This is an optimization exercise on Yosys and OpenROAD, whose aim is small area and a short achievable clock period, not a production implementation.
Function was checked by simulation only, so behaviour that the tests miss may differ from the original.
No activity file was given, so power comes from the tool's default toggle rates.

--- flow/config.mk ---
export PLATFORM = sky130hd
export DESIGN_NAME = B_regFile
export DESIGN_NICKNAME = B_regFile
export VERILOG_FILES = /design/flow/design.v
export SDC_FILE = /design/flow/constraint.sdc
export NUM_CORES = 4
export LEC_CHECK = 0
export CAP_MARGIN = 20
export CORE_MARGIN = 2
export CORE_UTILIZATION = 40
export SLEW_MARGIN = 20
--- flow/constraint.sdc ---
create_clock -name core_clock -period 11.0 [get_ports {Clk}]
set_input_delay 2.2000 -clock core_clock [delete_from_list [all_inputs] [get_ports {Clk}]]
set_output_delay 2.2000 -clock core_clock [all_outputs]
set_load 0.01 [all_outputs]
--- flow/design.v ---
   module B_regFile(Clk, SrcRegA, SrcRegB, DestReg, WriteData, WE, DataA, DataB);
   input Clk;
   input [5-1:0] SrcRegA, SrcRegB;
   input [5-1:0] DestReg;
   input [32-1:0] WriteData;
   input WE;
   output [32-1:0] DataA, DataB;
   reg [32-1:0]    REG_FILE [0:32-1];   
   integer 			i,j;
always @(negedge Clk)
       begin 
	if (WE) 
    	  REG_FILE[DestReg] <=  WriteData;
        end
   assign   DataA = REG_FILE[SrcRegA];
   assign   DataB = REG_FILE[SrcRegB];
endmodule
--- flow/run.sh ---
#!/bin/bash
# synth_recipe.tcl (not shown) runs the flow's synth.tcl, then flattens the netlist and writes it again
# the make line also repeats each setting of config.mk as NAME=value (left out here)
make -C /OpenROAD-flow-scripts/flow DESIGN_CONFIG=/design/flow/config.mk WORK_HOME=/design/flow/orfs CLKGATE_MAP_FILE= SYNTH_SCRIPT=/design/flow/synth_recipe.tcl finish
==> impl_metrics.ini, run 1 <==
[status]
run_status = complete, no violations

[critical_path]
crit_path_end_kind = output port
critical_path_required_ns = 8.80
critPathMaxFanout = 2
critPathKind = reg2out
cp-start-kind = flop
worst_ep_arrival_time_ns = 8.32

[yosys]
synth.net_count = 3436
synth_largest_type_area_fraction = 0.6306
synth_async_sr_flop_share = 0
synth.ff_latch_count = 1024
post_synth_most_frequent_cells = 1024 x edfxtp_1, 1024 x mux2i_1, 195 x nand2_1
synth_cell_types = 24
yosysWarningCount = 1
synth.avg_cell_area_um2 = 14.40
syn-instance-count = 3387
synthFlopType = edfxtp_1
synthTopCellsByArea = edfxtp_1 63%, mux2i_1 21%, a22oi_1 3.0%, a22o_1 2.3%, nand3_1 2.0%
ys_seq_area_frac = 0.6306
post_synthesis_instance_area_um2 = 48760
synth_edf_count = 1024
library_cell_with_the_largest_summed_area_after_synthesis = edfxtp_1

[clocking]
cts_sinks = 1024
cts.hold.buffers_added = 0
cts_buffer_count = 112
tritoncts = done
max-clock-path-buffers = 3
clk_root_buffer_cell = clkbuf_16
h-tree-depth = 3
cts.repair.resized = 0
clk_transition_reported_paths_ns = 0.03
cts.repair_timing.setup_buffer_count = 0

[detailed_routing]
routed_length_per_instance_um = 24.83
via_density = 5.652
firstDrtPassIters = 6
drc_errors = 0
route.antenna.remaining_nets = 0
route.final.wire_length_um = 154000
route.vias.total = 35066
drc_marker_count_from_the_first_detailed_route_iteration = 3240

[pwr]
power.static_leakage_nw = 25.79
worst_ir_drop_vdd_uv = 129.7
power-per-cell-area_nw_per_um2 = 179.4

[placement]
gp_routability_congestion = 0.7652
post-dp-hpwl_um = 79680
detailedPlace.worstSlack_ns = 0.7867
port_buf_inserts = 112

[finish]
seqCellArea_um2 = 30750
largest_register_ffs = 1024
areaGrowthSynthToFinish_pct = 22.15
top_regs = REG_FILE: 1024 flops
multi_input_comb_area_um2 = 16780
layout.nets = 4526
nFillCells = 10840
largest-register = REG_FILE
drive_gt1_frac = 0.07694

[grt]
grt_start_max_net_pins = 114
initial_antenna_violation_count = 10
first_global_vias = 37208
grt_pass1_wl_um = 222200
track_usage = 0.2398
grt_overflow_total = 0

[hold_path]
worstHoldPathCells = 6
timing.hold.worst_endpoint = DataA[16]
holdCritStartpoint = SrcRegA[1]
hold_class = in2out

[timing]
final_hold_viol_count = 0
rsz0062_at_grt = no
tightest_slew_ns = 1.100
fin_ws_ns = 0.4835
timing.setup.tns_ns = 0
report.final.setup_viol = 0
slew_violations = 0
max-slew-margin-rel = 0.2669

[floorplanning]
initial_utilization = 0.4017
chipWidth_um = 353.2
fp-row-count = 128
pin_count = 113
chipHeight_um = 353.2
floorplan.die_area_um2 = 124700
core-area_um2 = 121400

[flow_run]
cap_violations = 0
## critical path, stage by stage (launching register included)
cell and delay, ns:
edfxtp_1 0.38, mux2i_1 0.14, a22o_1 0.18, nor3_1 0.08, a31oi_1 0.58, nand3_1 0.21, clkdlybuf4s50_1 0.54
## through the flow
| stage | utilization | area [um^2] | cells | hold slack [ns] | total power [W] |
|---|---|---|---|---|---|
| after global placement | 0.4270 | 51830 | 4964 | 5.776 | 0.005804 |
| after floorplan | - | 48760 | 3387 | 4.732 | 0.005462 |
| final | 0.4907 | 59560 | 6204 | 5.806 | 0.01069 |
| after CTS | 0.4912 | 59620 | 6200 | 5.778 | 0.01081 |
| after detailed placement | 0.4270 | 51840 | 4965 | 5.781 | 0.005810 |
| after global routing | 0.4906 | 59550 | 6200 | 5.871 | 0.01129 |
## cells by family (layout without fill, tap and decap cells)
family | count (synthesis) | after routing | share of synthesized area
multiplexers | 1024 | 1024 | 0.2102
flip-flops | 1024 | 1024 | 0.6306
AO/OA/AOI/OAI | 576 | 576 | 0.08046
AND/OR/NAND/NOR | 509 | 509 | 0.04716
buffers and inverters | 254 | 1442 | 0.03161
other | 0 | 4 | 0
## worst max-delay path by stage
stage | startpoint | slack [ns] | end | depth (start not counted)
floorplan | DestReg[1] | 0.87 | REG_FILE[12][0] | 3
global placement | WE | 0.80 | REG_FILE[4][27] | 4
detailed placement | WE | 0.79 | REG_FILE[4][27] | 4
CTS | REG_FILE[5][7] | 0.49 | DataB[7] | 6
global route | REG_FILE[5][7] | 0.42 | DataB[7] | 6
finish | REG_FILE[5][7] | 0.48 | DataA[7] | 6
## cells in the final DEF, fill, tap and decap left out, types with 17 or more instances in the layout
master	instances
mux2i_1	1024
inv_1	1048
nand2_1	193
clkinvlp_2	31
clkdlybuf4s50_1	93
a22o_1	128
a22oi_1	192
buf_4	58
nor3_1	64
nor2_4	34
buf_2	17
clkbuf_16	114
edfxtp_1	1024
a31oi_1	64
bufinv_16	22
buf_12	36
nand3_1	194
a21oi_1	192
## power by group
part	total, W	internal, W	switching, W
sequential	0.00440	0.00438	0.0000199
clock	0.00547	0.00290	0.00257
combinational	0.000819	0.000296	0.000523
total	0.0107	0.00758	0.00311
## layer usage
| metal | global-route usage | up-vias | share of wire |
|---|---|---|---|
| met5 | 0 | - | 0.00069 |
| met4 | 0.1248 | 16 | 0.034 |
| met3 | 0.06770 | 303 | 0.078 |
| met2 | 0.3807 | 1528 | 0.48 |
| met1 | 0.2986 | 17637 | 0.41 |
| li1 | - | 15582 | - |
## cell type report
type | instances | share of cell area
tap | 1625 | 0.03413
clock buffer | 114 | 0.04789
sequential | 1024 | 0.5162
clock inverter | 1122 | 0.08291
antenna | 4 | 0.0001680
multi-input combinational | 2109 | 0.2817
timing repair buffer | 206 | 0.03697
==> run 2: changes to the inputs <==
==> flow/design.v (replaced) <==
module B_aoi222(a1, a2, b1, b2, c1, c2, y);
   input a1, a2, b1, b2, c1, c2;
   output y;
   assign y = ~((a1 & a2) | (b1 & b2) | (c1 & c2));
endmodule
module B_rdbit(sel, d, y);
   input [32:0] sel;
   input [32:0] d;
   output y;
   wire [10:0] n;
   genvar g;
   generate
      for (g = 0; g < 11; g = g + 1) begin : g_aoi
         B_aoi222 u (.a1(sel[3*g]), .a2(d[3*g]), .b1(sel[3*g+1]), .b2(d[3*g+1]),
                     .c1(sel[3*g+2]), .c2(d[3*g+2]), .y(n[g]));
      end
   endgenerate
   assign y = ~(&n);
endmodule
module B_regFile(Clk, SrcRegA, SrcRegB, DestReg, WriteData, WE, DataA, DataB);
   input Clk;
   input [4:0] SrcRegA, SrcRegB;
   input [4:0] DestReg;
   input [31:0] WriteData;
   input WE;
   output [31:0] DataA, DataB;
   reg [31:0] REG_FILE [0:31];
   wire [31:0] wen = WE ? (32'd1 << DestReg) : 32'd0;
   always @(posedge Clk)
      if (WE) REG_FILE[DestReg] <= WriteData;
   genvar k, b;
   wire [31:0] decA = 32'd1 << SrcRegA;
   wire [31:0] decB = 32'd1 << SrcRegB;
   wire [32:0] selA = {WE & (SrcRegA == DestReg), decA & ~wen};
   wire [32:0] selB = {WE & (SrcRegB == DestReg), decB & ~wen};
   generate
      for (b = 0; b < 32; b = b + 1) begin : g_bit
         wire [32:0] col;
         for (k = 0; k < 32; k = k + 1) begin : g_col
            wire [31:0] word = REG_FILE[k];
            assign col[k] = word[b];
         end
         assign col[32] = WriteData[b];
         B_rdbit ua (.sel(selA), .d(col), .y(DataA[b]));
         B_rdbit ub (.sel(selB), .d(col), .y(DataB[b]));
      end
   endgenerate
endmodule
--- a/flow/config.mk
+++ b/flow/config.mk
@@ -10,2 +10,4 @@
 export CORE_UTILIZATION = 40
+export SETUP_SLACK_MARGIN = 5
 export SLEW_MARGIN = 20
+export SYNTH_HIERARCHICAL = 1
==> impl_metrics.ini, run 2 <==
[clocking]
clk_root_buffer_cell = clkbuf_16
h-tree-depth = 3
tritoncts = done
cts_sinks = 1024
cts_buffer_count = 100
cts.hold.buffers_added = 0
max-clock-path-buffers = 3
clk_transition_reported_paths_ns = 0.06

[timing]
slew_violations = 0
final_hold_viol_count = 0
clock.fmax_mhz = 135.0
timing.setup.tns_ns = 0
tightest_slew_ns = 1.020
post-route-min-period_ns = 7.405
fin_crit_sh = 0.6732
max-slew-margin-rel = 0.3194
fin_ws_ns = 3.595
report.final.setup_viol = 0
rsz0062_at_grt = yes

[grt]
grt_pass1_wl_um = 224600
initial_antenna_violation_count = 1
grt_overflow_total = 0
first_global_vias = 30233
grt_start_max_net_pins = 35
track_usage = 0.3064

[placement]
detailedPlace.worstSlack_ns = 1.850
port_buf_inserts = 112
post-dp-hpwl_um = 85100
gp_routability_congestion = 0.9089
placement.cell_area_um2 = 44920

[pwr]
worst_ir_drop_vdd_uv = 115.1
power-per-cell-area_nw_per_um2 = 161.9
power.static_leakage_nw = 16.13

[yosys]
synth.ff_latch_count = 1024
synth_largest_type_area_fraction = 0.7619
post_synth_most_frequent_cells = 1024 x edfxtp_1, 704 x a222oi_1, 129 x nand4_1
library_cell_with_the_largest_summed_area_after_synthesis = edfxtp_1
post_synthesis_instance_area_um2 = 40360
synth.avg_cell_area_um2 = 18.73
synthFlopType = edfxtp_1
synthTopCellsByArea = edfxtp_1 76%, a222oi_1 17%, nand4_1 2.0%, or3_1 1.0%, nand3_1 0.82%
synth_async_sr_flop_share = 0
synth.most_common_cell = edfxtp_1
syn-instance-count = 2155
synth.net_count = 2204
synth_edf_count = 1024
yosysWarningCount = 7
synth_cell_types = 27
ys_seq_area_frac = 0.7619

[critical_path]
critPathKind = in2out
crit_path_end_kind = output port
worst_ep_arrival_time_ns = 5.21
critPathMaxFanout = 8
cp-start-kind = input pin
critical_path_required_ns = 8.80

[floorplanning]
chipHeight_um = 321.6
chipWidth_um = 321.6
fp-row-count = 116
floorplan.die_area_um2 = 103400
initial_utilization = 0.4036
core-area_um2 = 100000
pin_count = 113

[finish]
top_regs = REG_FILE: 1024 flops
drive_gt1_frac = 0.2640
largest-register = REG_FILE
layout.nets = 2740
diodes = 0
largest_register_ffs = 1024
most_common_library_cell_in_the_layout_ignoring_fill_and_taps = edfxtp_1
post-route-cell-area_um2 = 51390
most-common-layout-cells = 1024 x edfxtp_1, 704 x a222oi_1, 203 x buf_4
areaGrowthSynthToFinish_pct = 27.34

[detailed_routing]
drc_marker_count_from_the_first_detailed_route_iteration = 9230
drc_errors = 0
route.vias.total = 31621
route.final.wire_length_um = 165600
route.antenna.remaining_nets = 0
firstDrtPassIters = 14
routed_length_per_instance_um = 40.72
via_density = 7.775

[hold_path]
hold_class = in2reg

[flow_run]
cap_violations = 0

[status]
run_status = complete, no violations
[run 2: changes by cell type after synthesis, moves of 36 or more]
cell,change
a222oi_1,+704
clkbuf_1,-67
mux2i_1,-1024
nand2_1,-186
a31oi_1,-64
a22oi_1,-192
a22o_1,-128
or3_1,+65
a21oi_1,-192
nand4_1,+129
buf_2,-74
buf_4,-48
nand3_1,-128
buf_6,-36
[run 2: worst paths after layout]
path / start / endpoint / slack [ns] / depth (start not counted)
setup / recovery: DestReg[3] / DataA[14] / 3.59 / 12
hold / removal: DestReg[1] / REG_FILE[26][1] / 2.23 / 4
[run 2: final cells by class]
| class | count | area [um^2] |
|---|---|---|
| Fill cell | 7853 | 48610 |
| Sequential cell | 1024 | 30750 |
| Multi-Input combinational cell | 1115 | 10710 |
| Timing Repair Buffer | 450 | 5223 |
| Clock buffer | 124 | 2656 |
| Tap cell | 1298 | 1624 |
| Clock inverter | 56 | 432.9 |
[run 2: power breakdown]
group / switching, W / internal (W) / total [W]
registers: 0.0000215 / 0.00434 / 0.00436
clock network: 0.00147 / 0.00185 / 0.00332
logic: 0.000396 / 0.000240 / 0.000636
[run 2: metal layers]
layer,vias up,GRT usage,part of all wire
met2,3356,0.4501,0.43
met4,2,0.1621,0.062
met1,15644,0.4125,0.34
met3,576,0.08803,0.17
li1,12043,-,-
met5,-,0,0.000079
[run 2: cells by family (layout without fill, tap and decap cells)]
family / Yosys count / count (layout) / share of synthesized area
xor gates and xnor gates: 10 / 10 / 0.002170
buffers and inverters: 17 / 630 / 0.002325
DFF: 1024 / 1024 / 0.7619
and+or+nand+nor: 400 / 401 / 0.05897
AOI/OAI and AO/OA: 704 / 704 / 0.1746
[run 2: timing repair]
item	in CTS	in global routing
setup endpoints to repair	64	64
resized for setup	574	60
buffers inserted	124	34
gates cloned	38	5
pin swaps	271	147
[run 2: critical path, cell delays in order]
cell and delay, ns:
buf_16 0.11, or4b_4 0.59, buf_6 0.15, nor2_4 0.14
buf_12 0.13, buf_12 0.10, nor3_4 0.05, clkbuf_16 0.21
a222oi_1 0.41, nand4_1 0.43, or3_4 0.53, buf_6 0.13
[run 2: Yosys stat by module, one instance, submodules excluded]
module	cells	flops+latches	times used	area, um^2
B_rdbit	4	0	64	23.77
B_aoi222	1	0	704	10.01
B_regFile	1195	1024	1	31790
[run 2: stage by stage]
step	cells	hold WS, ns	utilization	power (W)
after global placement	3686	3.043	0.4492	0.004985
after CTS	4028	2.177	0.5088	0.008283
after global routing	4067	2.216	0.5139	0.008477
after detailed placement	3686	3.047	0.4492	0.004994
after floorplan	2155	2.299	-	0.004651
final	4067	2.230	0.5139	0.008318
==> run 3: changes to the inputs <==
--- a/flow/config.mk
+++ b/flow/config.mk
@@ -10,3 +10,2 @@
 export CORE_UTILIZATION = 40
-export SETUP_SLACK_MARGIN = 5
 export SLEW_MARGIN = 20
==> impl_metrics.ini, run 3 <==
[clocking]
clk_root_buffer_cell = clkbuf_16
cts.repair_timing.setup_buffer_count = 0
h-tree-depth = 3
cts.hold.buffers_added = 0
clk_transition_reported_paths_ns = 0.06
max-clock-path-buffers = 3
cts.repair.resized = 0
cts_buffer_count = 100
tritoncts = done
cts_sinks = 1024

[critical_path]
cp_common_cell = clkdlybuf4s50_1
timing.critical_path.slowest_cell_delay_ns = 0.99
crit_chain = clkdlybuf4s50_1, nand4b_1, nor2_4, nor4_2, buf_4, a222oi_1, nand4_1, or3_1, clkdlybuf4s50_1
critical_path_required_ns = 8.80
crit_path_end_kind = output port
dominant_delay_contributor_by_cell_family_on_the_critical_path = simple AND/OR/NAND/NOR gates
critPathKind = in2out
slowest_cell_on_crit_path = clkdlybuf4s50_1
critical_path.n_buffers_inverters = 3
cp-start-kind = input pin
worst_ep_arrival_time_ns = 6.86
crit_path_start = DestReg[3]
critPathMaxFanout = 32

[timing]
slew_violations = 0
clock.fmax_mhz = 110.4
timing.setup.tns_ns = 0
post-route-min-period_ns = 9.055
fin_crit_sh = 0.8232
tightest_slew_ns = 1.187
final_hold_viol_count = 0
report.final.setup_viol = 0
max-slew-margin-rel = 0.2041
rsz0062_at_grt = no
fin_ws_ns = 1.945

[yosys]
synth_edf_count = 1024
yosysWarningCount = 7
synthFlopType = edfxtp_1
post_synthesis_instance_area_um2 = 40360
synth.net_count = 2204
synth.avg_cell_area_um2 = 18.73
synth_cell_types = 27
synth_async_sr_flop_share = 0
synth_largest_type_area_fraction = 0.7619
synth.most_common_cell = edfxtp_1
post_synth_most_frequent_cells = 1024 x edfxtp_1, 704 x a222oi_1, 129 x nand4_1
syn-instance-count = 2155
ys_seq_area_frac = 0.7619
synth.ff_latch_count = 1024
library_cell_with_the_largest_summed_area_after_synthesis = edfxtp_1
synthTopCellsByArea = edfxtp_1 76%, a222oi_1 17%, nand4_1 2.0%, or3_1 1.0%, nand3_1 0.82%

[finish]
layout.nets = 2536
areaGrowthSynthToFinish_pct = 18.61
most-common-layout-cells = 1024 x edfxtp_1, 704 x a222oi_1, 135 x buf_4
post-route-cell-area_um2 = 47870
largest-register = REG_FILE
largest_register_ffs = 1024
top_regs = REG_FILE: 1024 flops
diodes = 0
most_common_library_cell_in_the_layout_ignoring_fill_and_taps = edfxtp_1
drive_gt1_frac = 0.1488

[detailed_routing]
route.vias.total = 29739
route.antenna.remaining_nets = 0
drc_errors = 0
firstDrtPassIters = 13
routed_length_per_instance_um = 38.39
drc_marker_count_from_the_first_detailed_route_iteration = 8409
via_density = 7.692
route.final.wire_length_um = 148400

[pwr]
power.share.combinational = 0.065
power.static_leakage_nw = 14.48
total_switching_power_w = 0.001817
clkPwrFrac = 0.411
power.sequential.fraction = 0.524
power.internal_w = 0.006518
worst_ir_drop_vdd_uv = 111.7
switching_fraction_of_total_power = 0.2180
power-per-cell-area_nw_per_um2 = 174.1
design_power_total_w = 0.008335

[floorplanning]
pin_count = 113
floorplan.die_area_um2 = 103400
chipWidth_um = 321.6
chipHeight_um = 321.6
initial_utilization = 0.4036
fp-row-count = 116
core-area_um2 = 100000

[placement]
gp_routability_congestion = 0.9505
placement.cell_area_um2 = 44600
port_buf_inserts = 112
post-dp-hpwl_um = 85030
detailedPlace.worstSlack_ns = 2.011

[grt]
initial_antenna_violation_count = 7
grt_pass1_wl_um = 207600
grt_use_met3 = 0.07275
grt_start_max_net_pins = 35
track_usage = 0.2792
grt_overflow_total = 0
first_global_vias = 29316
global_route.usage.met1 = 0.3708
busiest_layer = met2
met2_usage = 0.4230

[hold_path]
hold_class = in2reg
worstHoldPathCells = 1
timing.hold.worst_endpoint = REG_FILE[21][28]
holdCritStartpoint = WriteData[28]

[flow_run]
cap_violations = 0

[status]
run_status = complete, no violations
[run 3: cell count changes in the layout (fill, tap and decap cells not counted), moves of 14 or more]
cell             previous run  this run
buf_12                     49         0
buf_2                      28         1
buf_4                     203       135
buf_6                      82         0
buf_8                      14         0
bufbuf_16                  19         0
clkdlybuf4s50_1            32       111
nor4_2                      3        17
nor4_4                     18         4
or3_1                       6        66
or3_4                      60         0
[run 3: layout make-up]
class	instances	area (um^2)
Clock inverter	54	539.3
Tap cell	1298	1624
Multi-Input combinational cell	1114	10110
Timing Repair Buffer	247	2130
Fill cell	8195	52130
Sequential cell	1024	30750
Clock buffer	129	2718
[run 3: logic make-up after synthesis]
logic type,synth area share
and+or+nand+nor,0.05897
buffers and inverters,0.002325
DFF,0.7619
xor gates and xnor gates,0.002170
AOI/OAI and AO/OA,0.1746
[run 3: modules after synthesis (local to each module, per instance)]
| module | cells | area, um^2 |
|---|---|---|
| B_aoi222 | 1 | 10.01 |
| B_rdbit | 4 | 23.77 |
| B_regFile | 1195 | 31790 |
[run 3: worst max path at each step]
stage	end	slack, ns	depth (start not counted)
floorplan	DataB[0]	2.18	7
global placement	DataA[31]	2.10	9
detailed placement	DataB[7]	2.01	10
CTS	DataB[7]	2.00	10
global route	DataB[7]	1.83	10
finish	DataA[4]	1.94	9
[run 3: metal layers]
metal  wire, um  up-vias
li1           -    11610
met1      50060    14697
met2      66020     2947
met3      24000      473
met4       8217       12
met5        108        -
[run 3: stage by stage]
step / utilization / hold WS, ns / std cells
floorplan: - / 2.299 / 2155
global placement: 0.4459 / 3.057 / 3682
detailed placement: 0.4459 / 3.070 / 3682
CTS: 0.4785 / 2.360 / 3865
global route: 0.4787 / 2.083 / 3866
finish: 0.4787 / 2.090 / 3866
[run 3: power groups by stage]
| stage | Sequential (W) | Combinational, W | Clock, W |
|---|---|---|---|
| after floorplan | 0.00444 | 0.000188 | 0 |
| final | 0.00436 | 0.000542 | 0.00343 |
| after global placement | 0.00444 | 0.000518 | 0 |
| after CTS | 0.00436 | 0.000527 | 0.00346 |
| after detailed placement | 0.00444 | 0.000524 | 0 |
| after global routing | 0.00437 | 0.000555 | 0.00360 |
==> run 4: changes to the inputs <==
==> flow/design.v (replaced) <==
module B_aoi222(a1, a2, b1, b2, c1, c2, y);
   input a1, a2, b1, b2, c1, c2;
   output y;
   assign y = ~((a1 & a2) | (b1 & b2) | (c1 & c2));
endmodule
module B_rdbit(sel, d, hit, hitn, wd, y);
   input [31:0] sel;
   input [31:0] d;
   input hit, hitn, wd;
   output y;
   wire [10:0] n;
   genvar g;
   generate
      for (g = 0; g < 10; g = g + 1) begin : g_aoi
         B_aoi222 u (.a1(sel[3*g]), .a2(d[3*g]), .b1(sel[3*g+1]), .b2(d[3*g+1]),
                     .c1(sel[3*g+2]), .c2(d[3*g+2]), .y(n[g]));
      end
   endgenerate
   B_aoi222 u10 (.a1(sel[30]), .a2(d[30]), .b1(sel[31]), .b2(d[31]),
                 .c1(hit), .c2(wd), .y(n[10]));
   wire p0 = ~(&n[3:0]);
   wire p1 = ~(&n[7:4]);
   wire p2 = ~(&n[10:8]);
   assign y = (p0 | p1 | p2) & (hitn | wd);
endmodule
module B_regFile(Clk, SrcRegA, SrcRegB, DestReg, WriteData, WE, DataA, DataB);
   input Clk;
   input [4:0] SrcRegA, SrcRegB;
   input [4:0] DestReg;
   input [31:0] WriteData;
   input WE;
   output [31:0] DataA, DataB;
   reg [31:0] REG_FILE [0:31];
   always @(posedge Clk)
      if (WE) REG_FILE[DestReg] <= WriteData;
   wire [31:0] selA = 32'd1 << SrcRegA;
   wire [31:0] selB = 32'd1 << SrcRegB;
   wire hitA = WE & (SrcRegA == DestReg);
   wire hitB = WE & (SrcRegB == DestReg);
   genvar k, b;
   generate
      for (b = 0; b < 32; b = b + 1) begin : g_bit
         wire [31:0] col;
         for (k = 0; k < 32; k = k + 1) begin : g_col
            wire [31:0] word = REG_FILE[k];
            assign col[k] = word[b];
         end
         B_rdbit ua (.sel(selA), .d(col), .hit(hitA), .hitn(~hitA), .wd(WriteData[b]), .y(DataA[b]));
         B_rdbit ub (.sel(selB), .d(col), .hit(hitB), .hitn(~hitB), .wd(WriteData[b]), .y(DataB[b]));
      end
   endgenerate
endmodule
--- a/flow/config.mk
+++ b/flow/config.mk
@@ -10,2 +10,4 @@
 export CORE_UTILIZATION = 40
+export CTS_BUF_LIST = sky130_fd_sc_hd__clkbuf_4 sky130_fd_sc_hd__clkbuf_8
+export SETUP_SLACK_MARGIN = 5
 export SLEW_MARGIN = 20
==> impl_metrics.ini, run 4 <==
[yosys]
library_cell_with_the_largest_summed_area_after_synthesis = edfxtp_1
synth.most_common_cell = edfxtp_1
synth_largest_type_area_fraction = 0.7607
ys_seq_area_frac = 0.7607
post_synth_most_frequent_cells = 1024 x edfxtp_1, 704 x a222oi_1, 128 x nand4_1
synth.avg_cell_area_um2 = 18.77
synth_cell_types = 21
synth_edf_count = 1024
post_synthesis_instance_area_um2 = 40420
syn-instance-count = 2154
synth_async_sr_flop_share = 0
yosysWarningCount = 7
synthTopCellsByArea = edfxtp_1 76%, a222oi_1 17%, nand4_1 2.0%, o32a_1 1.6%, nor2_1 0.91%
synthFlopType = edfxtp_1
synth.net_count = 2203
synth.ff_latch_count = 1024

[detailed_routing]
drc_marker_count_from_the_first_detailed_route_iteration = 9803
via_density = 8.080
route.vias.total = 34330
firstDrtPassIters = 15
route.antenna.remaining_nets = 0
route.final.wire_length_um = 193700
drc_errors = 0
routed_length_per_instance_um = 45.59

[critical_path]
critical_path.n_buffers_inverters = 5
critical_path_required_ns = 8.80
crit_chain = buf_12, buf_4, nand2b_4, buf_4, nor2_4, buf_8, a222oi_1, nand4_1, o32a_1, buf_2
critical_path_depth = 10
slowest_cell_on_crit_path = a222oi_1
critPathKind = in2out
dominant_delay_contributor_by_cell_family_on_the_critical_path = compound AO/OA/AOI/OAI gates
cp-start-kind = input pin
crit_path_start = SrcRegB[3]
worst_ep_arrival_time_ns = 4.55
critPathMaxFanout = 32
cp_common_cell = buf_4
timing.critical_path.slowest_cell_delay_ns = 0.53
crit_path_end_kind = output port

[hold_path]
hold_class = in2reg
holdCritStartpoint = WriteData[25]
worstHoldPathCells = 1

[floorplanning]
fp-row-count = 116
chipWidth_um = 321.9
initial_utilization = 0.4036
core-area_um2 = 100100
floorplan.die_area_um2 = 103600
pin_count = 113
chipHeight_um = 321.9

[clocking]
cts.hold.buffers_added = 0
max-clock-path-buffers = 3
cts_buffer_count = 163
h-tree-depth = 4
cts_sinks = 1024
tritoncts = done
clk_transition_reported_paths_ns = 0.07
clk_root_buffer_cell = clkbuf_8

[timing]
report.final.setup_viol = 0
slew_violations = 0
post-route-min-period_ns = 6.749
tightest_slew_ns = 1.087
timing.setup.tns_ns = 0
final_hold_viol_count = 0
fin_crit_sh = 0.6136
clock.fmax_mhz = 148.2
rsz0062_at_grt = yes
max-slew-margin-rel = 0.2738

[finish]
layout.nets = 2870
multi_input_comb_area_um2 = 10620
seqCellArea_um2 = 30750
areaGrowthSynthToFinish_pct = 30.09
most-common-layout-cells = 1024 x edfxtp_1, 704 x a222oi_1, 172 x buf_4
top_regs = REG_FILE: 1024 flops
largest-register = REG_FILE
drive_gt1_frac = 0.2990
largest_register_ffs = 1024
nFillCells = 7781
most_common_library_cell_in_the_layout_ignoring_fill_and_taps = edfxtp_1

[pwr]
design_power_total_w = 0.008240
worst_ir_drop_vdd_uv = 110.3
power-per-cell-area_nw_per_um2 = 156.7
power.static_leakage_nw = 16.69

[grt]
grt_start_max_net_pins = 37
grt_overflow_total = 0
initial_antenna_violation_count = 10
grt_pass1_wl_um = 251000
track_usage = 0.3518
first_global_vias = 32452

[placement]
gp_routability_congestion = 0.9101
post-dp-hpwl_um = 93260
port_buf_inserts = 112

[flow_run]
cap_violations = 0

[status]
run_status = complete, no violations
run 4: cell count changes after synthesis, moves of 5 or more:
cell,change
o32a_1,+64
or3b_1,+7
nand3b_1,+6
or3_1,-63
nand2b_1,-5
nor2_1,+73
nor3_1,-45
nor4_1,-19
run 4: final timing paths:
kind	endpoint	slack, ns
hold / removal	REG_FILE[23][25]	1.90
setup / recovery	DataB[28]	4.25
run 4: area by class of cell:
| type | count | area share |
|---|---|---|
| multi-input combinational | 1114 | 0.2019 |
| clock inverter | 69 | 0.008471 |
| timing repair buffer | 518 | 0.1228 |
| antenna | 8 | 0.0003807 |
| tap | 1298 | 0.03088 |
| clock buffer | 218 | 0.05075 |
| sequential | 1024 | 0.5848 |
run 4: report_power, final:
part           internal [W]  total (W)  switching, W
registers           0.00434    0.00437     0.0000226
logic              0.000241   0.000659      0.000418
clock network       0.00165    0.00321       0.00156
total               0.00624    0.00824       0.00200
run 4: routing by layer:
| layer | vias up | GRT usage | share of wire | wire [um] |
|---|---|---|---|---|
| met5 | - | 0.002364 | 0.0015 | 295 |
| met4 | 18 | 0.2547 | 0.095 | 18480 |
| met3 | 1188 | 0.1581 | 0.18 | 35630 |
| met2 | 4117 | 0.5024 | 0.41 | 79360 |
| met1 | 16633 | 0.4198 | 0.31 | 59960 |
| li1 | 12374 | - | - | - |
run 4: kinds of logic after synthesis:
family,after synthesis,synth area share
AO/OA/AOI/OAI,768,0.1902
XOR/XNOR,10,0.002167
flip-flops,1024,0.7607
AND/OR/NAND/NOR,333,0.04408
buffers and inverters,19,0.002848
run 4: modules after synthesis, one instance, submodules excluded:
module / flops+latches / cell area (um^2)
B_rdbit: 0 / 27.53
B_aoi222: 0 / 10.01
B_regFile: 1024 / 31610
run 4: metrics by stage:
step,area [um^2],hold slack (ns),util,setup WS [ns],std cells
final,52580,1.895,0.5251,4.251,4249
after global routing,52570,1.889,0.5250,4.329,4245
after CTS,51250,2.075,0.5117,4.494,4141
after detailed placement,44690,2.988,0.4463,2.752,3666
after global placement,44690,2.944,0.4463,2.774,3666
after floorplan,40890,2.299,-,5.004,2154
run 4: timing repair:
action / in CTS / in global routing
setup buffers: 152 / 85
cloned: 36 / 15
gates resized for setup: 641 / 83
pin swaps: 429 / 203
endpoints found under the setup margin: 64 / 64
==> run 5: changes to the inputs <==
==> flow/flow/run.sh (new file) <==
#!/bin/bash
# Own layout flow: the standard ORFS flow (standard.sh, unchanged
# synthesis, floorplan, power grid and routing) with three changes:
#  - ports are buffered with buf_2 rather than the resizer's default pick
#  - CTS inserts no dummy loads
#  - CTS uses the buffers from CTS_BUF_LIST in config.mk
set -euo pipefail
cd "$(dirname "$0")/.."
export BUFFER_PORTS_ARGS="-buffer_cell sky130_fd_sc_hd__buf_2"
export CTS_ARGS="-sink_clustering_enable -repair_clock_nets -dont_use_dummy_load -buf_list {sky130_fd_sc_hd__clkbuf_4 sky130_fd_sc_hd__clkbuf_8}"
bash standard.sh finish > flow_make.log 2>&1
==> flow/standard.sh (new file) <==
#!/bin/bash
# synth_recipe.tcl (not shown) runs the flow's synth.tcl, then flattens the netlist and writes it again
# the make line also repeats each setting of config.mk as NAME=value (left out here)
make -C /OpenROAD-flow-scripts/flow DESIGN_CONFIG=/design/flow/config.mk WORK_HOME=/design/flow/orfs CLKGATE_MAP_FILE= SYNTH_SCRIPT=/design/flow/synth_recipe.tcl "${@:-finish}"
removed: flow/run.sh
==> impl_metrics.ini, run 5 <==
[floorplanning]
fp-row-count = 116
initial_utilization = 0.4036
floorplan.die_area_um2 = 103600
chipWidth_um = 321.9
chipHeight_um = 321.9
core-area_um2 = 100100
pin_count = 113

[placement]
gp_routability_congestion = 0.9135
port_buf_inserts = 112
detailedPlace.worstSlack_ns = 3.562
post-dp-hpwl_um = 96700

[hold_path]
hold_class = in2reg

[grt]
met2_usage = 0.4957
track_usage = 0.3412
first_global_vias = 31287
busiest_layer = met2
grt_overflow_total = 0
grt_use_met3 = 0.1295
global_route.usage.met1 = 0.4267
initial_antenna_violation_count = 12
grt_pass1_wl_um = 243700
grt_start_max_net_pins = 37

[yosys]
library_cell_with_the_largest_summed_area_after_synthesis = edfxtp_1
syn-instance-count = 2154
synthFlopType = edfxtp_1
synth.most_common_cell = edfxtp_1
synth_largest_type_area_fraction = 0.7607
post_synth_most_frequent_cells = 1024 x edfxtp_1, 704 x a222oi_1, 128 x nand4_1
synthTopCellsByArea = edfxtp_1 76%, a222oi_1 17%, nand4_1 2.0%, o32a_1 1.6%, nor2_1 0.91%
synth.net_count = 2203
yosysWarningCount = 7
ys_seq_area_frac = 0.7607
synth.avg_cell_area_um2 = 18.77
synth_cell_types = 21
post_synthesis_instance_area_um2 = 40420
synth_async_sr_flop_share = 0
synth.ff_latch_count = 1024
synth_edf_count = 1024

[timing]
slew_violations = 0
rsz0062_at_grt = yes
fin_ws_ns = 4.247
fin_crit_sh = 0.6139
clock.fmax_mhz = 148.1
max-slew-margin-rel = 0.3053
tightest_slew_ns = 1.040
post-route-min-period_ns = 6.753
report.final.setup_viol = 0
final_hold_viol_count = 0
timing.setup.tns_ns = 0

[detailed_routing]
route.vias.total = 33263
firstDrtPassIters = 14
drc_errors = 0
route.final.wire_length_um = 186600
route.antenna.remaining_nets = 0
via_density = 8.107
routed_length_per_instance_um = 45.48
drc_marker_count_from_the_first_detailed_route_iteration = 9665

[status]
run_status = complete, no violations

[clocking]
clk_root_buffer_cell = clkbuf_8
clk_transition_reported_paths_ns = 0.06
cts_sinks = 1024
h-tree-depth = 4
max-clock-path-buffers = 3
cts_buffer_count = 163
tritoncts = done
cts.hold.buffers_added = 0

[finish]
areaGrowthSynthToFinish_pct = 26.20
top_regs = REG_FILE: 1024 flops
most-common-layout-cells = 1024 x edfxtp_1, 704 x a222oi_1, 177 x buf_4
largest_register_ffs = 1024
largest-register = REG_FILE
drive_gt1_frac = 0.2820
layout.nets = 2845
most_common_library_cell_in_the_layout_ignoring_fill_and_taps = edfxtp_1

[pwr]
design_power_total_w = 0.007658
worst_ir_drop_vdd_uv = 131.9
power-per-cell-area_nw_per_um2 = 150.1
power.static_leakage_nw = 15.97

[critical_path]
critPathMaxFanout = 5
critical_path_required_ns = 8.80
crit_path_end_kind = output port
cp-start-kind = input pin
critPathKind = in2out
worst_ep_arrival_time_ns = 4.55

[flow_run]
cap_violations = 0
-- run 5: area by class of cell --
class | instances | area (um^2)
flip-flops and latches | 1024 | 30750
fillers | 7862 | 49130
repair buffers | 495 | 5812
clock buffers | 163 | 2243
well taps | 1298 | 1624
multi-input cells | 1112 | 10560
diodes | 11 | 27.53
-- run 5: cell families after synthesis --
| kind of cell | share of synthesized area |
|---|---|
| and+or+nand+nor | 0.04408 |
| buffers and inverters | 0.002848 |
| DFF | 0.7607 |
| AOI/OAI and AO/OA | 0.1902 |
| xor gates and xnor gates | 0.002167 |
-- run 5: power by group --
| part | internal, W | leakage, nW | switching (W) |
|---|---|---|---|
| combinational | 0.000224 | 5.57 | 0.000397 |
| sequential | 0.00435 | 9.22 | 0.0000222 |
| clock | 0.00130 | 1.17 | 0.00137 |
| total | 0.00587 | 16.0 | 0.00179 |
-- run 5: per-layer routing --
metal	wire length [um]	part of all wire
met1	58530	0.31
met2	77800	0.42
met3	34160	0.18
met4	15770	0.085
met5	332	0.0018
-- run 5: worst max-delay path: stages --
cell	delay [ns]
buf_12	0.12
nand3b_1	0.16
buf_6	0.14
nor2_4	0.05
buf_12	0.14
a222oi_1	0.64
nand4_1	0.42
o32a_1	0.50
buf_2	0.16
-- run 5: final timing paths --
path  cells after the start  slack, ns              end          from
max                       9       4.25         DataA[3]    SrcRegA[2]
min                       1       1.88  REG_FILE[21][1]  WriteData[1]
-- run 5: timing repair --
| item | 4_1_cts | 5_1_grt |
|---|---|---|
| setup buffers | 177 | 75 |
| gates cloned | 21 | 11 |
| setup endpoints to repair | 64 | 64 |
| gates resized for setup | 269 | 91 |
| pin swaps | 329 | 198 |
-- run 5: modules after synthesis (local to each module, per instance) --
module	cell area, um^2	copies in the design
B_aoi222	10.01	704
B_rdbit	27.53	64
B_regFile	31610	1
-- run 5: through the flow --
stage / area (um^2) / std cells / utilization / hold slack [ns]
floorplan: 40890 / 2154 / - / 2.299
global placement: 43940 / 3641 / 0.4388 / 2.707
detailed placement: 44050 / 3645 / 0.4399 / 2.731
CTS: 49630 / 4006 / 0.4956 / 1.842
global route: 51000 / 4096 / 0.5092 / 1.890
finish: 51010 / 4103 / 0.5094 / 1.883
==> run 6: changes to the inputs <==
--- a/flow/config.mk
+++ b/flow/config.mk
@@ -8,2 +8,3 @@
 export CAP_MARGIN = 20
+export CELL_PAD_IN_SITES_DETAIL_PLACEMENT = 1
 export CORE_MARGIN = 2
@@ -11,3 +12,3 @@
 export CTS_BUF_LIST = sky130_fd_sc_hd__clkbuf_4 sky130_fd_sc_hd__clkbuf_8
-export SETUP_SLACK_MARGIN = 5
+export SETUP_SLACK_MARGIN = 4.45
 export SLEW_MARGIN = 20
==> impl_metrics.ini, run 6 <==
[pwr]
clkPwrFrac = 0.352
power.static_leakage_nw = 15.26
power.internal_w = 0.005815
power.share.combinational = 0.079
power-per-cell-area_nw_per_um2 = 155.0
switching_fraction_of_total_power = 0.2427
total_switching_power_w = 0.001864
worst_ir_drop_vdd_uv = 107.7
power.sequential.fraction = 0.569

[yosys]
post_synth_most_frequent_cells = 1024 x edfxtp_1, 704 x a222oi_1, 128 x nand4_1
synth_largest_type_area_fraction = 0.7607
synth_edf_count = 1024
synth_async_sr_flop_share = 0
synth.net_count = 2203
synth_cell_types = 21
yosysWarningCount = 7
synthFlopType = edfxtp_1
ys_seq_area_frac = 0.7607
synth.avg_cell_area_um2 = 18.77
library_cell_with_the_largest_summed_area_after_synthesis = edfxtp_1
synth.ff_latch_count = 1024
synth.most_common_cell = edfxtp_1
syn-instance-count = 2154
synthTopCellsByArea = edfxtp_1 76%, a222oi_1 17%, nand4_1 2.0%, o32a_1 1.6%, nor2_1 0.91%
post_synthesis_instance_area_um2 = 40420

[critical_path]
critPathMaxFanout = 32
cp-start-kind = input pin
worst_ep_arrival_time_ns = 4.55
critical_path_required_ns = 8.80
crit_path_end_kind = output port
critPathKind = in2out

[grt]
global_route.usage.met1 = 0.4191
grt_use_met3 = 0.1300
initial_antenna_violation_count = 17
met2_usage = 0.5065
track_usage = 0.3448
first_global_vias = 32763
busiest_layer = met2
grt_start_max_net_pins = 37
grt_overflow_total = 0
grt_pass1_wl_um = 248900

[floorplanning]
floorplan.die_area_um2 = 103600
pin_count = 113
fp-row-count = 116
core-area_um2 = 100100
initial_utilization = 0.4036
chipHeight_um = 321.9
chipWidth_um = 321.9

[timing]
timing.setup.tns_ns = 0
post-route-min-period_ns = 6.748
max-slew-margin-rel = 0.2849
slew_violations = 0
tightest_slew_ns = 1.070
clock.fmax_mhz = 148.2
rsz0062_at_grt = yes
report.final.setup_viol = 0
final_hold_viol_count = 0
fin_crit_sh = 0.6135

[finish]
top_regs = REG_FILE: 1024 flops
post-route-cell-area_um2 = 49540
drive_gt1_frac = 0.2537
largest-register = REG_FILE
areaGrowthSynthToFinish_pct = 22.56
most-common-layout-cells = 1024 x edfxtp_1, 704 x a222oi_1, 159 x clkbuf_8
most_common_library_cell_in_the_layout_ignoring_fill_and_taps = edfxtp_1
layout.nets = 2743
largest_register_ffs = 1024
nFillCells = 9284

[detailed_routing]
route.vias.total = 33750
firstDrtPassIters = 13
route.final.wire_length_um = 202200
drc_errors = 0
routed_length_per_instance_um = 50.53
via_density = 8.435
route.antenna.remaining_nets = 0
drc_marker_count_from_the_first_detailed_route_iteration = 10193

[placement]
post-dp-hpwl_um = 97540
port_buf_inserts = 112
gp_routability_congestion = 0.8821
placement.cell_area_um2 = 44040

[clocking]
h-tree-depth = 4
cts_buffer_count = 159
cts_sinks = 1024
clk_root_buffer_cell = clkbuf_8
clk_transition_reported_paths_ns = 0.06
max-clock-path-buffers = 3
tritoncts = done
cts.hold.buffers_added = 0

[hold_path]
hold_class = in2reg

[status]
run_status = complete, no violations

[flow_run]
cap_violations = 0
run 6: cell type report:
type                            instances  area (um^2)  area share
Timing Repair Buffer                  397         4499     0.09082
Sequential cell                      1024        30750      0.6207
Multi-Input combinational cell       1112        10450      0.2110
Antenna cell                           11        27.53   0.0005556
Tap cell                             1298         1624     0.03278
Clock buffer                          159         2188     0.04417
run 6: kinds of logic after synthesis:
logic type	Yosys count	synth area share
buffers and inverters	19	0.002848
XOR/XNOR	10	0.002167
flip-flops	1024	0.7607
AO/OA/AOI/OAI	768	0.1902
AND/OR/NAND/NOR	333	0.04408
run 6: final timing paths:
check | startpoint | end | slack [ns] | cells past startpoint
worst max-delay path | SrcRegA[2] | DataA[24] | 4.25 | 9
worst min-delay path | WriteData[16] | REG_FILE[24][16] | 1.88 | 1
run 6: power by group through the flow:
stage	sequential (W)	combinational (W)	clock, W
floorplan	0.00444	0.000205	0
global placement	0.00444	0.000474	0
detailed placement	0.00445	0.000488	0
CTS	0.00437	0.000519	0.00264
global route	0.00437	0.000609	0.00282
finish	0.00437	0.000608	0.00270
run 6: critical path, stage by stage:
cell,delay [ns]
clkbuf_16,0.13
or3b_4,0.45
buf_4,0.17
nor2_4,0.08
buf_6,0.44
a222oi_1,0.22
nand3_1,0.18
o32a_1,0.31
buf_2,0.21
run 6: routing by layer:
layer  share of wire  routed length, um
met2            0.42              84110
met5         0.00051                104
met3            0.18              37360
met4           0.092              18620
met1            0.31              61980
run 6: per-module statistics from Yosys, one instance, submodules excluded:
module / cells / times used / flops+latches
B_regFile: 1194 / 1 / 1024
B_rdbit: 4 / 64 / 0
B_aoi222: 1 / 704 / 0
run 6: through the flow:
stage                       util  cells  setup slack, ns  hold slack [ns]  power [W]
after global placement    0.4389   3643            3.853            2.721   0.004916
after floorplan                -   2154            4.457            2.299   0.004646
after CTS                 0.4733   3861            4.435            1.832   0.007526
after global routing      0.4946   3997            4.291            1.851   0.007800
after detailed placement  0.4397   3647            3.748            2.740   0.004936
final                     0.4947   4001            4.252            1.875   0.007679
run 6: what timing repair did:
item | in CTS | in global routing
buffers inserted | 50 | 100
pin swaps | 69 | 138
endpoints found under the hold margin | 0 | 0
gates cloned | 5 | 29
setup endpoints to repair | 64 | 63
gates resized for setup | 128 | 111
==> run 7: changes to the inputs <==
==> flow/flow/run.sh (replaced) <==
#!/bin/bash
# Own layout flow: the standard ORFS flow (standard.sh, unchanged
# synthesis, floorplan, power grid and routing) with three changes:
#  - ports are buffered with buf_2 rather than the resizer's default pick
#  - CTS inserts no dummy loads
#  - CTS uses clkbuf_8/clkbuf_16 and clusters up to 24 flip-flops per leaf buffer
set -euo pipefail
cd "$(dirname "$0")/.."
export BUFFER_PORTS_ARGS="-buffer_cell sky130_fd_sc_hd__buf_2"
export CTS_ARGS="-sink_clustering_enable -repair_clock_nets -dont_use_dummy_load -buf_list {sky130_fd_sc_hd__clkbuf_8 sky130_fd_sc_hd__clkbuf_16} -sink_clustering_size 24 -sink_clustering_max_diameter 60"
bash standard.sh finish > flow_make.log 2>&1
--- a/flow/config.mk
+++ b/flow/config.mk
@@ -11,3 +11,3 @@
 export CORE_UTILIZATION = 40
-export CTS_BUF_LIST = sky130_fd_sc_hd__clkbuf_4 sky130_fd_sc_hd__clkbuf_8
+export CTS_BUF_LIST = sky130_fd_sc_hd__clkbuf_8 sky130_fd_sc_hd__clkbuf_16
 export SETUP_SLACK_MARGIN = 4.45
==> impl_metrics.ini, run 7 <==
[grt]
first_global_vias = 31672
initial_antenna_violation_count = 23
grt_overflow_total = 0
track_usage = 0.3394
grt_start_max_net_pins = 37
grt_pass1_wl_um = 246100

[yosys]
synth_largest_type_area_fraction = 0.7607
syn-instance-count = 2154
synthFlopType = edfxtp_1
ys_seq_area_frac = 0.7607
synth.ff_latch_count = 1024
synthTopCellsByArea = edfxtp_1 76%, a222oi_1 17%, nand4_1 2.0%, o32a_1 1.6%, nor2_1 0.91%
synth_edf_count = 1024
synth.net_count = 2203
synth_cell_types = 21
synth.avg_cell_area_um2 = 18.77
synth_async_sr_flop_share = 0
post_synthesis_instance_area_um2 = 40420
synth.most_common_cell = edfxtp_1
yosysWarningCount = 7
library_cell_with_the_largest_summed_area_after_synthesis = edfxtp_1
post_synth_most_frequent_cells = 1024 x edfxtp_1, 704 x a222oi_1, 128 x nand4_1

[placement]
post-dp-hpwl_um = 97540
gp_routability_congestion = 0.8821
placedCellCount = 3647
port_buf_inserts = 112
placement.cell_area_um2 = 44040

[critical_path]
crit_path_end_kind = output port
critical_path_required_ns = 8.80
crit_path_start = SrcRegA[1]
critPathMaxFanout = 9
cp-start-kind = input pin
critical_path_depth = 10
dominant_delay_contributor_by_cell_family_on_the_critical_path = compound AO/OA/AOI/OAI gates
critical_path.n_buffers_inverters = 5
slowest_cell_on_crit_path = o32a_1
critPathKind = in2out
worst_ep_arrival_time_ns = 4.52
timing.critical_path.slowest_cell_delay_ns = 0.47
crit_path_end = DataA[2]
cp_common_cell = buf_12
crit_chain = buf_6, or2_4, buf_12, nor2_4, buf_12, buf_8, a222oi_1, nand4_1, o32a_1, buf_2

[pwr]
power.sequential.fraction = 0.608
clkPwrFrac = 0.309
switching_fraction_of_total_power = 0.2345
power-per-cell-area_nw_per_um2 = 148.4
worst_ir_drop_vdd_uv = 146.0
power.internal_w = 0.005493
power.share.combinational = 0.083
total_switching_power_w = 0.001682
power.static_leakage_nw = 14.52

[floorplanning]
initial_utilization = 0.4036
core-area_um2 = 100100
fp-row-count = 116
chipWidth_um = 321.9
chipHeight_um = 321.9
pin_count = 113
floorplan.die_area_um2 = 103600

[finish]
most-common-layout-cells = 1024 x edfxtp_1, 704 x a222oi_1, 128 x nand4_1
largest_register_ffs = 1024
largest-register = REG_FILE
final_instance_count_without_filler_cells = 3851
most_common_library_cell_in_the_layout_ignoring_fill_and_taps = edfxtp_1
areaGrowthSynthToFinish_pct = 19.61
drive_gt1_frac = 0.2095
top_regs = REG_FILE: 1024 flops
layout.nets = 2590
post-route-cell-area_um2 = 48350

[detailed_routing]
route.antenna.remaining_nets = 0
firstDrtPassIters = 13
route.vias.total = 32779
route.final.wire_length_um = 193200
routed_length_per_instance_um = 50.17
drc_errors = 0
via_density = 8.512
drc_marker_count_from_the_first_detailed_route_iteration = 10321

[timing]
report.final.setup_viol = 0
slew_violations = 0
tightest_slew_ns = 1.077
fin_crit_sh = 0.6105
rsz0062_at_grt = yes
post-route-min-period_ns = 6.716
max-slew-margin-rel = 0.2801
clock.fmax_mhz = 148.9
timing.setup.tns_ns = 0
final_hold_viol_count = 0

[clocking]
cts_buffer_count = 60
tritoncts = done
h-tree-depth = 2
cts_sinks = 1024
clk_root_buffer_cell = clkbuf_16
max-clock-path-buffers = 3
cts.hold.buffers_added = 0
clk_transition_reported_paths_ns = 0.10

[flow_run]
cap_violations = 0

[hold_path]
hold_class = in2reg

[status]
run_status = complete, no violations
-- run 7: cell types whose count changed in the layout (fill, tap and decap cells not counted), moves of 2 or more --
cell / change
buf_6: -8
xor2_2: -4
xor2_1: -2
nor4_2: -2
clkbuf_16: +53
clkbuf_8: -159
nand2_4: -2
xor2_4: +6
buf_12: -12
buf_4: -36
diode_2: +3
buf_8: +12
nor4_4: +2
-- run 7: final cells by class --
type | count | area, um^2
Fill cell | 9291 | 51800
Sequential cell | 1024 | 30750
Multi-Input combinational cell | 1111 | 10550
Timing Repair Buffer | 344 | 3886
Tap cell | 1298 | 1624
Clock buffer | 60 | 1501
Antenna cell | 14 | 35.03
-- run 7: kinds of logic (layout without fill, tap and decap cells) --
logic type,after synthesis,count (layout),share of synthesized area
AND/OR/NAND/NOR,333,333,0.04408
buffers and inverters,19,404,0.002848
other,0,14,0
AO/OA/AOI/OAI,768,768,0.1902
XOR/XNOR,10,10,0.002167
flip-flops,1024,1024,0.7607
-- run 7: routing by layer --
layer	up-vias	routed length, um	GRT usage
met5	-	116	0
met4	16	16150	0.2187
met3	984	34210	0.1126
met2	3896	82520	0.5087
met1	16218	60200	0.4216
li1	11665	-	-
-- run 7: worst min path at each step --
stage             startpoint               end  slack, ns  cells after the start
2_1_floorplan   WriteData[0]    REG_FILE[0][0]       2.30                      0
4_1_cts        WriteData[20]  REG_FILE[10][20]       2.01                      1
5_1_grt        WriteData[16]  REG_FILE[23][16]       2.06                      1
3_5_place_dp   WriteData[20]  REG_FILE[30][20]       2.74                      1
3_3_place_gp   WriteData[28]  REG_FILE[10][28]       2.72                      1
6_report       WriteData[17]  REG_FILE[27][17]       2.04                      2
-- run 7: timing repair --
action,in CTS,in global routing
pin swaps,62,141
endpoints found under the setup margin,64,62
resized for setup,120,135
setup buffers,44,59
gates cloned,5,22
-- run 7: per-stage QoR --
stage,total power (W),setup WS (ns),util,hold WS [ns]
floorplan,0.004646,4.457,-,2.299
global placement,0.004916,3.853,0.4389,2.721
detailed placement,0.004936,3.748,0.4397,2.740
CTS,0.007055,4.415,0.4657,2.011
global route,0.007274,4.287,0.4826,2.060
finish,0.007176,4.284,0.4828,2.039
-- run 7: modules after synthesis (local to each module, per instance) --
module	cells	cell area [um^2]
B_aoi222	1	10.01
B_rdbit	4	27.53
B_regFile	1194	31610
-- run 7: power by group through the flow --
stage               combinational (W)  clock, W  sequential (W)
floorplan                    0.000205         0         0.00444
global placement             0.000474         0         0.00444
detailed placement           0.000488         0         0.00445
CTS                          0.000517   0.00218         0.00436
global route                 0.000601   0.00231         0.00437
finish                       0.000598   0.00222         0.00436
==> run 8: changes to the inputs <==
--- a/flow/config.mk
+++ b/flow/config.mk
@@ -12,3 +12,3 @@
 export CTS_BUF_LIST = sky130_fd_sc_hd__clkbuf_8 sky130_fd_sc_hd__clkbuf_16
-export SETUP_SLACK_MARGIN = 4.45
+export SETUP_SLACK_MARGIN = 4.2
 export SLEW_MARGIN = 20
==> impl_metrics.ini, run 8 <==
[hold_path]
hold_class = in2reg
worstHoldPathCells = 1

[pwr]
power.static_leakage_nw = 13.48
power-per-cell-area_nw_per_um2 = 153.8
clkPwrFrac = 0.308
total_switching_power_w = 0.001611
worst_ir_drop_vdd_uv = 132.6
switching_fraction_of_total_power = 0.2286
power.internal_w = 0.005434
power.sequential.fraction = 0.619
power.share.combinational = 0.073

[timing]
clock.fmax_mhz = 145.2
fin_worst_hold_slack_ns = 2.055
max-slew-margin-rel = 0.2769
report.final.setup_viol = 0
fin_crit_sh = 0.6263
slew_violations = 0
final_hold_viol_count = 0
tightest_slew_ns = 1.081
timing.setup.tns_ns = 0
post-route-min-period_ns = 6.889
rsz0062_at_grt = yes

[critical_path]
slowest_cell_on_crit_path = buf_4
timing.critical_path.slowest_cell_delay_ns = 0.63
critPathMaxFanout = 32
critPathKind = in2out
critical_path.n_buffers_inverters = 3
worst_ep_arrival_time_ns = 4.69
crit_chain = buf_2, or3b_4, nor2_4, buf_4, a222oi_1, nand3_1, o32a_1, buf_2
crit_path_end_kind = output port
cp_common_cell = buf_2
dominant_delay_contributor_by_cell_family_on_the_critical_path = buffers and inverters
cp-start-kind = input pin
critical_path_required_ns = 8.80
critical_path_depth = 8

[placement]
gp_routability_congestion = 0.8714
placedCellCount = 3646
post-dp-hpwl_um = 91630
port_buf_inserts = 112

[yosys]
synth_async_sr_flop_share = 0
synthTopCellsByArea = edfxtp_1 76%, a222oi_1 17%, nand4_1 2.0%, o32a_1 1.6%, nor2_1 0.91%
post_synth_most_frequent_cells = 1024 x edfxtp_1, 704 x a222oi_1, 128 x nand4_1
library_cell_with_the_largest_summed_area_after_synthesis = edfxtp_1
synthFlopType = edfxtp_1
synth_edf_count = 1024
post_synthesis_instance_area_um2 = 40420
synth.avg_cell_area_um2 = 18.77
synth.ff_latch_count = 1024
synth_cell_types = 21
synth_largest_type_area_fraction = 0.7607
synth.most_common_cell = edfxtp_1
ys_seq_area_frac = 0.7607
syn-instance-count = 2154
synth.net_count = 2203
yosysWarningCount = 7

[grt]
track_usage = 0.3165
initial_antenna_violation_count = 14
grt_start_max_net_pins = 37
grt_overflow_total = 0
first_global_vias = 30804
global_route.usage.met1 = 0.4174
grt_use_met3 = 0.1018
busiest_layer = met2
grt_pass1_wl_um = 232300
met2_usage = 0.4624

[clocking]
tritoncts = done
h-tree-depth = 2
clk_root_buffer_cell = clkbuf_16
max-clock-path-buffers = 3
cts.hold.buffers_added = 0
clk_transition_reported_paths_ns = 0.09
cts_sinks = 1024
cts_buffer_count = 59

[finish]
final_instance_count_without_filler_cells = 3733
layout.nets = 2480
largest_register_ffs = 1024
largest-register = REG_FILE
nFillCells = 9485
most-common-layout-cells = 1024 x edfxtp_1, 704 x a222oi_1, 128 x nand4_1
top_regs = REG_FILE: 1024 flops
most_common_library_cell_in_the_layout_ignoring_fill_and_taps = edfxtp_1
areaGrowthSynthToFinish_pct = 13.34
drive_gt1_frac = 0.1700

[flow_run]
cap_violations = 0

[floorplanning]
chipWidth_um = 321.9
pin_count = 113
chipHeight_um = 321.9
initial_utilization = 0.4036
fp-row-count = 116
floorplan.die_area_um2 = 103600
core-area_um2 = 100100

[detailed_routing]
drc_marker_count_from_the_first_detailed_route_iteration = 9027
via_density = 8.262
firstDrtPassIters = 10
route.final.wire_length_um = 168800
route.vias.total = 30841
routed_length_per_instance_um = 45.22
drc_errors = 0
route.antenna.remaining_nets = 0

[status]
run_status = complete, no violations
-- run 8: worst paths after layout --
kind,start,endpoint,slack [ns]
worst max-delay path,SrcRegA[4],DataA[7],4.11
worst min-delay path,WriteData[2],REG_FILE[13][2],2.05
-- run 8: timing repair --
item,4_1_cts,5_1_grt
setup endpoints to repair,64,38
setup buffers,7,15
resized for setup,14,33
pin swaps,0,20
-- run 8: cells by family after synthesis --
| group | after synthesis | share of synthesized area |
|---|---|---|
| simple gates | 333 | 0.04408 |
| compound gates | 768 | 0.1902 |
| xor+xnor | 10 | 0.002167 |
| buf+inv | 19 | 0.002848 |
| flops | 1024 | 0.7607 |
-- run 8: modules after synthesis, one instance, submodules excluded --
module,times used,flip-flops and latches
B_regFile,1,1024
B_rdbit,64,0
B_aoi222,704,0
-- run 8: layout make-up --
type / instances / area, um^2 / area share
tap: 1298 / 1624 / 0.03545
multi-input combinational: 1111 / 10370 / 0.2263
timing repair buffer: 235 / 1582 / 0.03452
clock buffer: 59 / 1476 / 0.03223
sequential: 1024 / 30750 / 0.6712
antenna: 6 / 15.01 / 0.0003277
-- run 8: power by group through the flow --
stage | sequential, W | clock [W] | combinational (W)
finish | 0.00436 | 0.00217 | 0.000514
global route | 0.00436 | 0.00228 | 0.000525
CTS | 0.00436 | 0.00216 | 0.000487
detailed placement | 0.00445 | 0 | 0.000482
global placement | 0.00444 | 0 | 0.000468
floorplan | 0.00444 | 0 | 0.000204
-- run 8: routing by layer --
layer	vias to the layer above	part of all wire
li1	11445	-
met1	15433	0.34
met2	3323	0.43
met3	638	0.17
met4	2	0.064
met5	-	0.000065
-- run 8: stage by stage --
stage	worst slack [ns]	power [W]	area, um^2	utilization
floorplan	4.421	0.004645	40420	-
global placement	4.058	0.004910	43980	0.4392
detailed placement	3.936	0.004930	43980	0.4392
CTS	4.199	0.007005	45550	0.4548
global route	4.120	0.007165	45810	0.4574
finish	4.111	0.007044	45810	0.4575
==> run 9: changes to the inputs <==
--- a/flow/config.mk
+++ b/flow/config.mk
@@ -12,3 +12,3 @@
 export CTS_BUF_LIST = sky130_fd_sc_hd__clkbuf_8 sky130_fd_sc_hd__clkbuf_16
-export SETUP_SLACK_MARGIN = 4.2
+export SETUP_SLACK_MARGIN = 3.8
 export SLEW_MARGIN = 20
==> impl_metrics.ini, run 9 <==
[detailed_routing]
via_density = 8.278
route.antenna.remaining_nets = 0
route.vias.total = 30702
drc_errors = 0
route.final.wire_length_um = 168200
drc_marker_count_from_the_first_detailed_route_iteration = 9024
routed_length_per_instance_um = 45.35
firstDrtPassIters = 10

[hold_path]
holdCritStartpoint = WriteData[2]
hold_class = in2reg

[critical_path]
worst_ep_arrival_time_ns = 4.95
critPathKind = in2out
crit_path_start = SrcRegB[3]
critical_path_required_ns = 8.80
critPathMaxFanout = 32
cp-start-kind = input pin
crit_path_end_kind = output port

[placement]
post-dp-hpwl_um = 91630
placement.cell_area_um2 = 43980
gp_routability_congestion = 0.8714
port_buf_inserts = 112

[clocking]
clk_transition_reported_paths_ns = 0.10
clk_root_buffer_cell = clkbuf_16
cts_buffer_count = 59
tritoncts = done
max-clock-path-buffers = 3
cts_sinks = 1024
h-tree-depth = 2

[timing]
report.final.setup_viol = 0
clock.fmax_mhz = 139.8
post-route-min-period_ns = 7.153
max-slew-margin-rel = 0.2770
fin_crit_sh = 0.6503
timing.setup.tns_ns = 0
rsz0062_at_grt = no
tightest_slew_ns = 1.081
final_hold_viol_count = 0
slew_violations = 0
fin_worst_hold_slack_ns = 2.040

[yosys]
ys_seq_area_frac = 0.7607
post_synth_most_frequent_cells = 1024 x edfxtp_1, 704 x a222oi_1, 128 x nand4_1
yosysWarningCount = 7
synth_async_sr_flop_share = 0
synth.avg_cell_area_um2 = 18.77
synth_edf_count = 1024
post_synthesis_instance_area_um2 = 40420
synth.ff_latch_count = 1024
syn-instance-count = 2154
synth.most_common_cell = edfxtp_1
synth_largest_type_area_fraction = 0.7607
synth_cell_types = 21
library_cell_with_the_largest_summed_area_after_synthesis = edfxtp_1
synthTopCellsByArea = edfxtp_1 76%, a222oi_1 17%, nand4_1 2.0%, o32a_1 1.6%, nor2_1 0.91%
synthFlopType = edfxtp_1
synth.net_count = 2203

[grt]
grt_start_max_net_pins = 37
grt_pass1_wl_um = 232100
track_usage = 0.3161
grt_overflow_total = 0
first_global_vias = 30711
initial_antenna_violation_count = 14

[floorplanning]
core-area_um2 = 100100
floorplan.die_area_um2 = 103600
pin_count = 113
chipWidth_um = 321.9
initial_utilization = 0.4036
fp-row-count = 116
chipHeight_um = 321.9

[pwr]
worst_ir_drop_vdd_uv = 132.2
power.static_leakage_nw = 13.32
power-per-cell-area_nw_per_um2 = 154.6
design_power_total_w = 0.007031

[finish]
most_common_library_cell_in_the_layout_ignoring_fill_and_taps = edfxtp_1
multi_input_comb_area_um2 = 10290
seqCellArea_um2 = 30750
largest-register = REG_FILE
layout.nets = 2458
drive_gt1_frac = 0.1570
nFillCells = 9495
largest_register_ffs = 1024
post-route-cell-area_um2 = 45470
top_regs = REG_FILE: 1024 flops
areaGrowthSynthToFinish_pct = 12.49
most-common-layout-cells = 1024 x edfxtp_1, 704 x a222oi_1, 128 x nand4_1

[flow_run]
cap_violations = 0

[status]
run_status = complete, no violations
-- run 9: final cells by class --
cell class | count | share of cell area
Timing Repair Buffer | 213 | 0.02900
Antenna cell | 4 | 0.0002201
Tap cell | 1298 | 0.03572
Clock buffer | 59 | 0.03247
Sequential cell | 1024 | 0.6762
Multi-Input combinational cell | 1111 | 0.2264
-- run 9: per-stage QoR --
step                      instances    util  setup WS [ns]
after floorplan                2154       -          4.421
after global routing           3708  0.4540          3.842
after detailed placement       3646  0.4392          3.936
after global placement         3646  0.4392          4.058
after CTS                      3705  0.4539          3.944
final                          3709  0.4540          3.847
-- run 9: modules after synthesis (local to each module, per instance) --
module	cells inside	area (um^2)	times used
B_regFile	1194	31610	1
B_aoi222	1	10.01	704
B_rdbit	4	27.53	64
-- run 9: final timing paths --
| check | end | slack, ns | cells after the start |
|---|---|---|---|
| setup / recovery | DataB[28] | 3.85 | 8 |
| hold / removal | REG_FILE[13][2] | 2.04 | 1 |
-- run 9: power by group --
part | total, W | switching, W | internal (W)
Sequential | 0.00436 | 0.0000232 | 0.00434
Clock | 0.00217 | 0.00122 | 0.000946
Combinational | 0.000502 | 0.000360 | 0.000143
Total | 0.00703 | 0.00161 | 0.00543
-- run 9: cell families (layout without fill, tap and decap cells) --
kind of cell | count (synthesis) | in the layout | synth area share
AND/OR/NAND/NOR | 333 | 333 | 0.04408
other | 0 | 4 | 0
AO/OA/AOI/OAI | 768 | 768 | 0.1902
flip-flops | 1024 | 1024 | 0.7607
XOR/XNOR | 10 | 10 | 0.002167
buffers and inverters | 19 | 272 | 0.002848
-- run 9: metal layers --
layer,GRT usage,share of wire
met3,0.1038,0.17
met5,0,0.00014
met4,0.1690,0.059
met2,0.4639,0.43
met1,0.4163,0.34
-- run 9: timing repair --
action	in CTS	in global routing
hold buffers	0	0
buffers inserted	0	0
resized for setup	0	2
endpoints found under the setup margin	0	2
hold endpoints to repair	0	0
-- run 9: worst max-delay path, cell delays in order --
cell and delay, ns:
buf_2 0.14, nand2b_1 0.72, nor2_4 0.05, buf_4 0.33, a222oi_1 0.46, nand4_1 0.35, o32a_1 0.50, buf_2 0.17

## re-timing with driven ports
The results above use ideal ports. As a check the final layouts listed here were re-extracted and re-timed, cells and wires unchanged.
Step 1 sets driving cells, clkbuf_16 on the clock port and buf_2 on the other inputs (assumed; they add their load-dependent delay and slew).
Step 2 adds t to the input delays and takes it off the output delays; t is the mean of the earliest and latest rising clock arrival at the registers after step 1. Input paths then give back, and output paths get back, about the clock's delay inside the block.
Three values: ideal, step 1, step 2; two values: the first two.
| run | shift t [ns] | setup slack, ns | worst hold slack (ns) | worst slew at a driven data input, ns | pins driven straight from the clock port |
|---|---|---|---|---|---|
| run 2 | 0.736 | 3.595 / 3.534 / 3.534 | 2.230 / 2.196 / 2.885 | 0.11 | 1 |
| run 3 | 0.724 | 1.945 / 1.917 / 1.917 | 2.090 / 2.043 / 2.766 | 0.20 | 1 |
| run 4 | 0.910 | 4.251 / 4.000 / 4.000 | 1.895 / 1.856 / 2.766 | 0.31 | 1 |
| run 5 | 0.885 | 4.247 / 4.038 / 4.038 | 1.883 / 1.866 / 2.751 | 0.30 | 1 |
| run 6 | 0.917 | 4.252 / 4.113 / 4.113 | 1.875 / 1.835 / 2.752 | 0.20 | 1 |
| run 7 | 0.758 | 4.284 / 4.149 / 4.149 | 2.039 / 1.991 / 2.749 | 0.19 | 1 |
| run 8 | 0.729 | 4.111 / 4.078 / 4.078 | 2.055 / 2.000 / 2.729 | 0.17 | 1 |
| run 9 | 0.730 | 3.847 / 3.729 / 3.729 | 2.040 / 1.985 / 2.715 | 0.16 | 1 |
After both steps setup and hold are still met in every run listed. For run 4, which loses most, drivers alone change the setup slack by -0.251 ns; drivers and shift together by -0.251 ns.
